Background: an optimization exercise with open tools, aiming at small area. Do not read the settings as production practice. In this exercise RTL edits were held to simulation tests only and were not proved equivalent to the original. No driver is modelled on the clock port, so clocking that relies on it looks cheaper here than on a real chip. Power and IR drop assume default switching activity.

==> 12-09: inputs <==
==> flow/design.v <==
`timescale 1ns / 1ps
module keypad_scan(
    input clk,
    input rst,
    input [3:0] col,           
    output [3:0] row,          
    output reg [3:0] key_code,
    output key_pulse
);
    reg idle;
    reg [1:0] rowi;
    reg [6:0] cnt;
    reg [11:0] deb;
    reg held;
    localparam SCAN_LAST = 7'd96;       
    localparam DEB_PULSE = 12'd1257;    
    assign row = ~(4'b0001 << rowi);
    wire none = (col == 4'b1111);
    assign key_pulse = (deb == DEB_PULSE) && !held && !idle;
    reg [1:0] c;
    reg one;
    always @(*) begin
        one = 1'b1;
        case (col)
            4'b1110: c = 2'd0;
            4'b1101: c = 2'd1;
            4'b1011: c = 2'd2;
            4'b0111: c = 2'd3;
            default: begin c = 2'd1; one = 1'b0; end
        endcase
    end
    always @(posedge clk or posedge rst) begin
        if (rst) begin
            idle <= 1'b1;
            rowi <= 2'd0;
            cnt <= 7'd0;
        end else begin
            idle <= none;
            if (idle) begin
                cnt <= {~cnt[6], cnt[4:0], ~(cnt[5] ^ cnt[4])};
                if (cnt == SCAN_LAST)
                    rowi <= rowi + 2'd1;
            end
        end
    end
    always @(posedge clk) begin
        if (idle)
            deb <= 12'd1;
        else
            deb <= {deb[10:0], ~(deb[11] ^ deb[10] ^ deb[9] ^ deb[3])};
        held <= !none && !idle && (held || key_pulse);
    end
    always @(posedge clk)
        if (idle && !none)
            key_code <= {one ? rowi : 2'd3, c};
endmodule
`timescale 1ns / 1ps
module digilock(
    input clk,
    input rst,
    input key_pulse,
    input [3:0] key_code,
    output reg led0,
    output reg [2:0] wrong_leds
);
    localparam L0   = 3'd0,
               L1   = 3'd1,
               L2   = 3'd2,
               OUT  = 3'd3,
               UNL  = 3'd4,
               OLD  = 3'd5,
               NEW  = 3'd6,
               CONF = 3'd7;
    localparam [16:0] T_BLINK_OFF = 17'd76063;
    localparam [16:0] T_LOCK_END  = 17'd64822;
    reg [2:0] state;
    reg [2:0] dcnt;           
    reg match;                
    reg [15:0] stored;        
    reg dflt;                 
    reg [15:0] newp;          
    reg [16:0] tlo;
    reg [1:0] thi;
    reg blink;
    wire is_clear   = (key_code == 4'd3);
    wire is_confirm = (key_code == 4'd7);
    wire is_digit   = !(key_code == 4'd3 || key_code == 4'd7 || key_code == 4'd11 ||
                        key_code == 4'd12 || key_code == 4'd14 || key_code == 4'd15);
    wire locked = (state == L0 || state == L1 || state == L2);
    wire timing = (state == OUT || state == OLD || state == NEW || state == CONF);
    reg [3:0] rdig;
    always @(*)
        case (dcnt[1:0])
            2'd0: rdig = stored[15:12];
            2'd1: rdig = stored[11:8];
            2'd2: rdig = stored[7:4];
            default: rdig = stored[3:0];
        endcase
    wire [3:0] ddig = {1'b0, dcnt[1:0] == 2'd3, dcnt[1:0] == 2'd2, dcnt[1:0] == 2'd1};
    wire [3:0] sdig = dflt ? ddig : rdig;
    wire [3:0] want = (state == CONF) ? newp[15:12] : sdig;
    wire same = (key_code == want);
    wire take = key_pulse && is_digit && !dcnt[2] && state != UNL && state != OUT;
    wire full = dcnt[2];
    wire tlo_low0 = (tlo[15:0] == 16'd0);
    wire tlo_wrap = tlo[16] && tlo_low0;      
    wire lockout_end = thi[1] && (tlo == T_LOCK_END);
    always @(posedge clk) begin
        tlo <= {tlo[15:0], timing && (tlo[16] ^ tlo[13] ^ tlo_low0)};
        thi[0] <= timing && (thi[0] || tlo_wrap);
        thi[1] <= timing && (thi[1] || (thi[0] && tlo_wrap));
        blink <= !timing || tlo_wrap || (blink && tlo != T_BLINK_OFF);
    end
    always @(posedge clk)
        if (key_pulse && is_confirm && state == CONF && full && match)
            stored <= newp;
    always @(posedge clk)
        if (take) begin
            match <= (dcnt == 3'd0 || match) && same;
            if (state == NEW || state == CONF)
                newp <= {newp[11:0], (state == NEW) ? key_code : newp[15:12]};
        end
    always @(posedge clk or posedge rst) begin
        if (rst) begin
            state <= L0;
            dcnt <= 3'd0;
            dflt <= 1'b1;
        end else if (take) begin
            dcnt <= dcnt + 3'd1;
        end else if (state == OUT) begin
            if (lockout_end)
                state <= L0;
        end else if (key_pulse) begin
            if (locked) begin
                if (is_clear)
                    dcnt <= 3'd0;
                else if (is_confirm && full) begin
                    if (match) begin
                        state <= UNL;
                        dcnt <= 3'd0;
                    end else if (state == L2) begin
                        state <= OUT;
                        dcnt <= 3'd0;
                    end else
                        state <= state + 3'd1;
                end
            end else if (state == UNL) begin
                if (is_confirm)
                    state <= L0;
                else if (is_clear)
                    state <= OLD;
            end else if (is_clear) begin
                state <= L0;
                dcnt <= 3'd0;
            end else if (is_confirm) begin
                if (state == NEW) begin
                    if (full) begin
                        state <= CONF;
                        dcnt <= 3'd0;
                    end
                end else if (full && match) begin
                    state <= (state == OLD) ? NEW : UNL;
                    dcnt <= 3'd0;
                    if (state == CONF)
                        dflt <= 1'b0;
                end else begin
                    state <= L0;
                    dcnt <= 3'd0;
                end
            end
        end
    end
    always @(*) begin
        led0 = 1'b0;
        wrong_leds = 3'b000;
        case (state)
            L1:   wrong_leds = 3'b001;
            L2:   wrong_leds = 3'b011;
            OUT:  wrong_leds = {3{blink}};
            UNL:  led0 = 1'b1;
            OLD, NEW, CONF: led0 = blink;
            default: ;
        endcase
    end
endmodule
`timescale 1ns / 1ps
module top(
    input clk,
    input rst,
    input [3:0] col,
    output [3:0] row,
    output led0,
    output [2:0] wrong_leds
);
    wire [3:0] key_code;
    wire key_pulse;
    keypad_scan U1 (
        .clk(clk),
        .rst(rst),
        .col(col),
        .row(row),
        .key_code(key_code),
        .key_pulse(key_pulse)
    );
    digilock U2 (
        .clk(clk),
        .rst(rst),
        .key_pulse(key_pulse),
        .key_code(key_code),
        .led0(led0),
        .wrong_leds(wrong_leds)
    );
endmodule
==> flow/flow/run.sh <==
#!/bin/bash
set -euo pipefail
W=$(cd "$(dirname "$0")/.." && pwd)
F=$W/flow
cd "$W"
R=$W/orfs/results/$FLOW_PLATFORM/top/base
LIB=$FLOW_HOME/platforms/$FLOW_PLATFORM/lib/sky130_fd_sc_hd__tt_025C_1v80.lib
YOSYS=$(command -v yosys || echo "$FLOW_HOME/../tools/install/yosys/bin/yosys")

bash standard.sh synth > "$W/synth_standard.log" 2>&1
cp "$R/1_2_yosys.v" "$W/std_1_2_yosys.v"

# don't-use cells, as the platform lists them
DU=""
for c in $(sed -n '/DONT_USE_CELLS/,/^$/p' "$FLOW_HOME/platforms/$FLOW_PLATFORM/config.mk" | tr -d '\\' | tr ' ' '\n' | grep '^sky130'); do
  DU="$DU -dont_use $c"
done
FLOPS=$(grep -oE "sky130_fd_sc_hd__(df|edf|sdf|dl)[a-z0-9_]+" "$W/std_1_2_yosys.v" | sort -u | tr '\n' ' ')

resynth() {  # $1 = candidate name, $2 = mapping commands
  local n=$1
  printf 'strash\n&get -n\n&deepsyn -T 20 -S %s\n&put\n%s\n' "${n#*_s}" "$2" > "$W/rs_$n.abc"
  cat > "$W/rs_$n.ys" <<EOY
read_liberty -ignore_miss_func $LIB
blackbox $FLOPS
read_verilog $W/std_1_2_yosys.v
hierarchy -top $FLOW_TOP
flatten
opt_clean -purge
opt -purge
abc -liberty $LIB $DU -script $W/rs_$n.abc
read_liberty -lib -overwrite $LIB
splitnets
opt_clean -purge
hilomap -singleton -hicell sky130_fd_sc_hd__conb_1 HI -locell sky130_fd_sc_hd__conb_1 LO
opt_clean -purge
check -assert -mapped
tee -o $W/rs_$n.stat stat -liberty $LIB
write_verilog -noattr -nohex -nodec $W/rs_$n.v
EOY
  "$YOSYS" -s "$W/rs_$n.ys" > "$W/rs_$n.log" 2>&1 || rm -f "$W/rs_$n.v"
}

AMAP=$'dch -f\namap'
NF=$'&get -n\n&dch -f\n&nf -R 1000\n&put'
for s in 1 2 3 4; do resynth "amap_s$s" "$AMAP" & resynth "nf_s$s" "$NF" & done
wait

# candidates by area, smallest first
: > "$W/rs_areas.txt"
for v in "$W"/rs_*.v; do
  [[ -f $v ]] || continue
  n=$(basename "$v" .v); n=${n#rs_}
  a=$(grep -m1 "Chip area" "$W/rs_$n.stat" | awk '{print $NF}')
  echo "$a $n" >> "$W/rs_areas.txt"
done
sort -n -o "$W/rs_areas.txt" "$W/rs_areas.txt"

python3 "$F/cutff.py" "$W/std_1_2_yosys.v" "$W/eq_gold.v" gold > "$W/cutff_gold.log" 2>&1
used=""
while read -r a n; do
  if python3 "$F/cutff.py" "$W/rs_$n.v" "$W/eq_gate_$n.v" gate > "$W/cutff_$n.log" 2>&1 &&
     "$YOSYS" -p "read_liberty -ignore_miss_func $LIB; read_verilog $W/eq_gold.v $W/eq_gate_$n.v; hierarchy; flatten; opt_clean; miter -equiv -flatten -make_assert -ignore_gold_x gold gate miter; hierarchy -top miter; sat -verify -prove-asserts -set-init-zero" > "$W/equiv_$n.log" 2>&1; then
    used=$n
    break
  fi
done < "$W/rs_areas.txt"

if [[ -n $used ]]; then
  cp "$W/rs_$used.v" "$R/1_2_yosys.v"
  rm -f "$R/1_synth.odb" "$R/1_synth.sdc"
  echo "using the re-mapped netlist $used" > "$W/resynth_used.txt"
else
  echo "no re-mapped netlist was proven; keeping the standard netlist" > "$W/resynth_used.txt"
fi

export BUFFER_PORTS_ARGS="-buffer_cell sky130_fd_sc_hd__buf_1"
export TREE_ROOT_CELL=sky130_fd_sc_hd__clkbuf_4 TREE_LEAF_CELL=sky130_fd_sc_hd__clkbuf_8 TREE_GROUPS=5
export PRE_CTS_TCL="$F/tree.tcl"
export CTS_ARGS="-sink_clustering_enable -repair_clock_nets -dont_use_dummy_load"
bash standard.sh > "$W/layout_standard.log" 2>&1
==> flow/flow/cutff.py <==
import re,sys
# Replace flop instances by module ports: Q -> input ff_<n>_Q, other pins -> outputs ff_<n>_<pin>
src=open(sys.argv[1]).read()
name=sys.argv[3]
inst_re=re.compile(r'\n\s*(sky130_fd_sc_hd__(?:df|edf|sdf|dl)[a-z0-9_]+)\s+(\\\S+|\S+)\s*\((.*?)\);',re.S)
ins=[];outs=[];assigns=[]
def san(s): return re.sub(r'[^A-Za-z0-9_]','_',s)
def rep(m):
    cell,inst,body=m.group(1),m.group(2),m.group(3)
    key=san(inst)
    for pm in re.finditer(r'\.(\w+)\(([^()]*)\)',body):
        pin,net=pm.group(1),pm.group(2).strip()+' '
        if pin=='CLK': continue
        p=f'ff_{key}_{pin}'
        if pin in ('Q','Q_N'):
            ins.append(p); assigns.append(f'  assign {net} = {p};')
        else:
            outs.append(p); assigns.append(f'  assign {p} = {net};')
    return '\n'
src=inst_re.sub(rep,src)
m=re.search(r'module top\((.*?)\);',src,re.S)
ports=m.group(1).strip()
newports=ports+''.join(', '+p for p in ins+outs)
decl=''.join(f'  input {p};\n' for p in ins)+''.join(f'  output {p};\n' for p in outs)
src=src[:m.start()]+f'module {name}({newports});\n'+decl+src[m.end():]
src=src.replace('endmodule','\n'.join(assigns)+'\nendmodule')
open(sys.argv[2],'w').write(src)
print(len(ins),len(outs),file=sys.stderr)
==> flow/flow/tree.tcl <==
# Clock tree by hand: one root buffer at the registers' centroid driving
# one leaf buffer per group of registers (groups split by position).
set root_cell sky130_fd_sc_hd__clkbuf_8
set leaf_cell sky130_fd_sc_hd__clkbuf_8
if {[info exists ::env(TREE_ROOT_CELL)]} { set root_cell $::env(TREE_ROOT_CELL) }
if {[info exists ::env(TREE_LEAF_CELL)]} { set leaf_cell $::env(TREE_LEAF_CELL) }
set ngroups 4
if {[info exists ::env(TREE_GROUPS)]} { set ngroups $::env(TREE_GROUPS) }
set block [ord::get_db_block]
set dbu [$block getDbUnitsPerMicron]
set regs {}
foreach inst [$block getInsts] {
  if {[[$inst getMaster] isSequential]} {
    set bb [$inst getBBox]
    lappend regs [list $inst [expr {([$bb xMin] + [$bb xMax]) / 2.0 / $dbu}] [expr {([$bb yMin] + [$bb yMax]) / 2.0 / $dbu}]]
  }
}
proc centroid {l} {
  set sx 0; set sy 0
  foreach r $l { set sx [expr {$sx + [lindex $r 1]}]; set sy [expr {$sy + [lindex $r 2]}] }
  return [list [expr {$sx / [llength $l]}] [expr {$sy / [llength $l]}]]
}
# split recursively, alternating x and y, into ngroups groups
proc split_groups {l n axis} {
  if {$n <= 1} { return [list $l] }
  set s [lsort -real -index $axis $l]
  set h [expr {[llength $s] / 2}]
  set a [lrange $s 0 [expr {$h - 1}]]
  set b [lrange $s $h end]
  set na [expr {$n / 2}]
  set nb [expr {$n - $na}]
  set next [expr {$axis == 1 ? 2 : 1}]
  return [concat [split_groups $a $na $next] [split_groups $b $nb $next]]
}
set c [centroid $regs]
puts "tree: [llength $regs] registers, root $root_cell at $c"
insert_buffer -buffer_cell $root_cell -net clk -location $c -buffer_name clktree_root -net_name clktree_root_net
set i 0
foreach g [split_groups $regs $ngroups 1] {
  set pins {}
  foreach r $g {
    set inst [lindex $r 0]
    lappend pins [sta::find_pin "[$inst getName]/CLK"]
  }
  set gc [centroid $g]
  puts "tree: leaf $i, [llength $g] registers at $gc"
  insert_buffer -buffer_cell $leaf_cell -net clktree_root_net -load_pins $pins -location $gc -buffer_name clktree_leaf_$i -net_name clktree_leaf_net_$i
  incr i
}
==> flow/standard.sh <==
#!/bin/bash
# synth_recipe.tcl (not shown) runs the flow's synth.tcl, then flattens the netlist and writes it again
# the make line also repeats each setting of config.mk as NAME=value (left out here)
make -C /OpenROAD-flow-scripts/flow DESIGN_CONFIG=/design/flow/config.mk WORK_HOME=/design/flow/orfs CLKGATE_MAP_FILE= SYNTH_SCRIPT=/design/flow/synth_recipe.tcl "${@:-finish}"
==> flow/config.mk <==
export PLATFORM = sky130hd
export DESIGN_NAME = top
export DESIGN_NICKNAME = top
export VERILOG_FILES = /design/flow/design.v
export SDC_FILE = /design/flow/constraint.sdc
export NUM_CORES = 4
export LEC_CHECK = 0
export CAP_MARGIN = 0
export CORE_MARGIN = 2
export CORE_UTILIZATION = 40
export SLEW_MARGIN = 0
==> flow/constraint.sdc <==
create_clock -name core_clock -period 10.0 [get_ports {clk}]
set_input_delay 2.0000 -clock core_clock [delete_from_list [all_inputs] [get_ports {clk}]]
set_output_delay 2.0000 -clock core_clock [all_outputs]
set_load 0.01 [all_outputs]
==> inputs of 12-01, as changes to 12-09 <==
==> flow/flow/run.sh (replaced) <==
#!/bin/bash
# Own layout flow: the standard synthesis, then the combinational logic
# between the registers is re-mapped by ABC with an area-oriented script
# (registers are kept as they are: same instances, names and cell types).
# The re-mapped netlist is checked against the standard one by a SAT proof
# with the registers cut; if the check fails, the standard netlist is kept.
# The rest is the standard layout (standard.sh).
set -euo pipefail
W=$(cd "$(dirname "$0")/.." && pwd)
F=$W/flow
cd "$W"
R=$W/orfs/results/$FLOW_PLATFORM/top/base
LIB=$FLOW_HOME/platforms/$FLOW_PLATFORM/lib/sky130_fd_sc_hd__tt_025C_1v80.lib
YOSYS=$(command -v yosys || echo "$FLOW_HOME/../tools/install/yosys/bin/yosys")

bash standard.sh synth > "$W/synth_standard.log" 2>&1
cp "$R/1_2_yosys.v" "$W/std_1_2_yosys.v"

# don't-use cells, as the platform lists them
DU=""
for c in $(sed -n '/DONT_USE_CELLS/,/^$/p' "$FLOW_HOME/platforms/$FLOW_PLATFORM/config.mk" | tr -d '\\' | tr ' ' '\n' | grep '^sky130'); do
  DU="$DU -dont_use $c"
done
FLOPS=$(grep -oE "sky130_fd_sc_hd__(df|edf|sdf|dl)[a-z0-9_]+" "$W/std_1_2_yosys.v" | sort -u | tr '\n' ' ')

cat > "$W/resynth.ys" <<EOY
read_liberty -ignore_miss_func $LIB
blackbox $FLOPS
read_verilog $W/std_1_2_yosys.v
hierarchy -top $FLOW_TOP
flatten
opt_clean -purge
opt -purge
abc -liberty $LIB $DU -script $F/area.abc
read_liberty -lib -overwrite $LIB
splitnets
opt_clean -purge
hilomap -singleton -hicell sky130_fd_sc_hd__conb_1 HI -locell sky130_fd_sc_hd__conb_1 LO
opt_clean -purge
check -assert -mapped
stat -liberty $LIB
write_verilog -noattr -nohex -nodec $W/resynth_1_2_yosys.v
EOY
ok=1
"$YOSYS" -s "$W/resynth.ys" > "$W/resynth.log" 2>&1 || ok=0

if [[ $ok == 1 ]]; then
  # equivalence: registers cut into ports, combinational SAT proof
  python3 "$F/cutff.py" "$W/std_1_2_yosys.v" "$W/eq_gold.v" gold > "$W/cutff.log" 2>&1 || ok=0
  python3 "$F/cutff.py" "$W/resynth_1_2_yosys.v" "$W/eq_gate.v" gate >> "$W/cutff.log" 2>&1 || ok=0
fi
if [[ $ok == 1 ]]; then
  "$YOSYS" -p "read_liberty -ignore_miss_func $LIB; read_verilog $W/eq_gold.v $W/eq_gate.v; hierarchy; flatten; opt_clean; miter -equiv -flatten -make_assert -ignore_gold_x gold gate miter; hierarchy -top miter; sat -verify -prove-asserts -set-init-zero" > "$W/equiv.log" 2>&1 || ok=0
fi
if [[ $ok == 1 ]]; then
  cp "$W/resynth_1_2_yosys.v" "$R/1_2_yosys.v"
  rm -f "$R/1_synth.odb" "$R/1_synth.sdc"
  echo "using the re-mapped netlist" > "$W/resynth_used.txt"
else
  echo "re-mapping failed or not proven; keeping the standard netlist" > "$W/resynth_used.txt"
fi

export BUFFER_PORTS_ARGS="-buffer_cell sky130_fd_sc_hd__buf_1"
export TREE_ROOT_CELL=sky130_fd_sc_hd__clkbuf_4 TREE_LEAF_CELL=sky130_fd_sc_hd__clkbuf_8 TREE_GROUPS=5
export PRE_CTS_TCL="$F/tree.tcl"
export CTS_ARGS="-sink_clustering_enable -repair_clock_nets -dont_use_dummy_load"
bash standard.sh > "$W/layout_standard.log" 2>&1
==> flow/flow/area.abc (new file) <==
strash
&get -n
&deepsyn -T 20
&put
dch -f
amap
==> inputs of 02-14, as changes to 12-09 <==
--- a/flow/design.v
+++ b/flow/design.v
@@ -66,8 +66,8 @@
     localparam L0   = 3'd0,
                L1   = 3'd1,
                L2   = 3'd2,
-               OUT  = 3'd3,
-               UNL  = 3'd4,
+               UNL  = 3'd3,
+               OUT  = 3'd4,
                OLD  = 3'd5,
                NEW  = 3'd6,
                CONF = 3'd7;
@@ -87,7 +87,7 @@
     wire is_digit   = !(key_code == 4'd3 || key_code == 4'd7 || key_code == 4'd11 ||
                         key_code == 4'd12 || key_code == 4'd14 || key_code == 4'd15);
     wire locked = (state == L0 || state == L1 || state == L2);
-    wire timing = (state == OUT || state == OLD || state == NEW || state == CONF);
+    wire timing = state[2];
     reg [3:0] rdig;
     always @(*)
         case (dcnt[1:0])
--- a/flow/flow/run.sh
+++ b/flow/flow/run.sh
@@ -43,7 +43,7 @@
 
 AMAP=$'dch -f\namap'
 NF=$'&get -n\n&dch -f\n&nf -R 1000\n&put'
-for s in 1 2 3 4; do resynth "amap_s$s" "$AMAP" & resynth "nf_s$s" "$NF" & done
+for s in 1 2 3 4 5 6 7 8; do resynth "amap_s$s" "$AMAP" & resynth "nf_s$s" "$NF" & done
 wait
 
 # candidates by area, smallest first
--- a/flow/flow/tree.tcl
+++ b/flow/flow/tree.tcl
@@ -24,11 +24,12 @@
 proc split_groups {l n axis} {
   if {$n <= 1} { return [list $l] }
   set s [lsort -real -index $axis $l]
-  set h [expr {[llength $s] / 2}]
+  set na [expr {$n / 2}]
+  set nb [expr {$n - $na}]
+  # split in proportion to the number of groups on each side
+  set h [expr {([llength $s] * $na + $n / 2) / $n}]
   set a [lrange $s 0 [expr {$h - 1}]]
   set b [lrange $s $h end]
-  set na [expr {$n / 2}]
-  set nb [expr {$n - $na}]
   set next [expr {$axis == 1 ? 2 : 1}]
   return [concat [split_groups $a $na $next] [split_groups $b $nb $next]]
 }
==> summary.txt <==
The lowest combinational power belongs to 12-09, the highest to 02-14. The lowest total power belongs to 12-01, the highest to 02-14. Cell count: 02-14 is larger than 12-09 (about 8%). Worst hold slack: 02-14 > 12-01 > 12-09. Design area: 02-14 < 12-09 < 12-01. Between 12-01 and 02-14, the lower area after synthesis is in 02-14 (gap 1.1%, measured against 02-14). Between 12-01 and 02-14, the lower register-to-register slack is in 12-01 (gap 0.33 ns). Sequential cell count is the same in 12-09 and 02-14. Setup slack, highest first: 12-09, 12-01, 02-14. Clock skew, highest first: 12-01, 12-09, 02-14. First-iteration DRC count, highest first: 02-14, 12-01, 12-09.

[static timing again, ports no longer ideal]
Ports are ideal in the flow. The routed layouts listed here were re-timed in OpenROAD. Step 1, drivers: a clkbuf_16 drives clk and a buf_2 each remaining input, both assumed. Step 2 adds t to the input delays and takes it off the output delays; t is the mean of the earliest and latest rising clock arrival at the registers after step 1. Input paths then give back, and output paths get back, about the clock's delay inside the block. Slacks: no drivers / after step 1 / after step 2; pairs: no drivers / after step 1.
run | t (ns) | setup slack, ns | hold WS [ns] | worst setup path at the end | clock arrival spread, ns
12-09 | 0.416 | 6.356 / 6.329 / 6.745 | 0.331 / 0.331 / 0.331 | register to output | 0.036 / 0.036
12-01 | 0.419 | 6.097 / 6.072 / 6.491 | 0.354 / 0.354 / 0.354 | register to output | 0.037 / 0.037
02-14 | 0.423 | 6.085 / 6.057 / 6.480 | 0.354 / 0.354 / 0.354 | register to output | 0.013 / 0.013
After both steps every run listed still meets setup and hold.
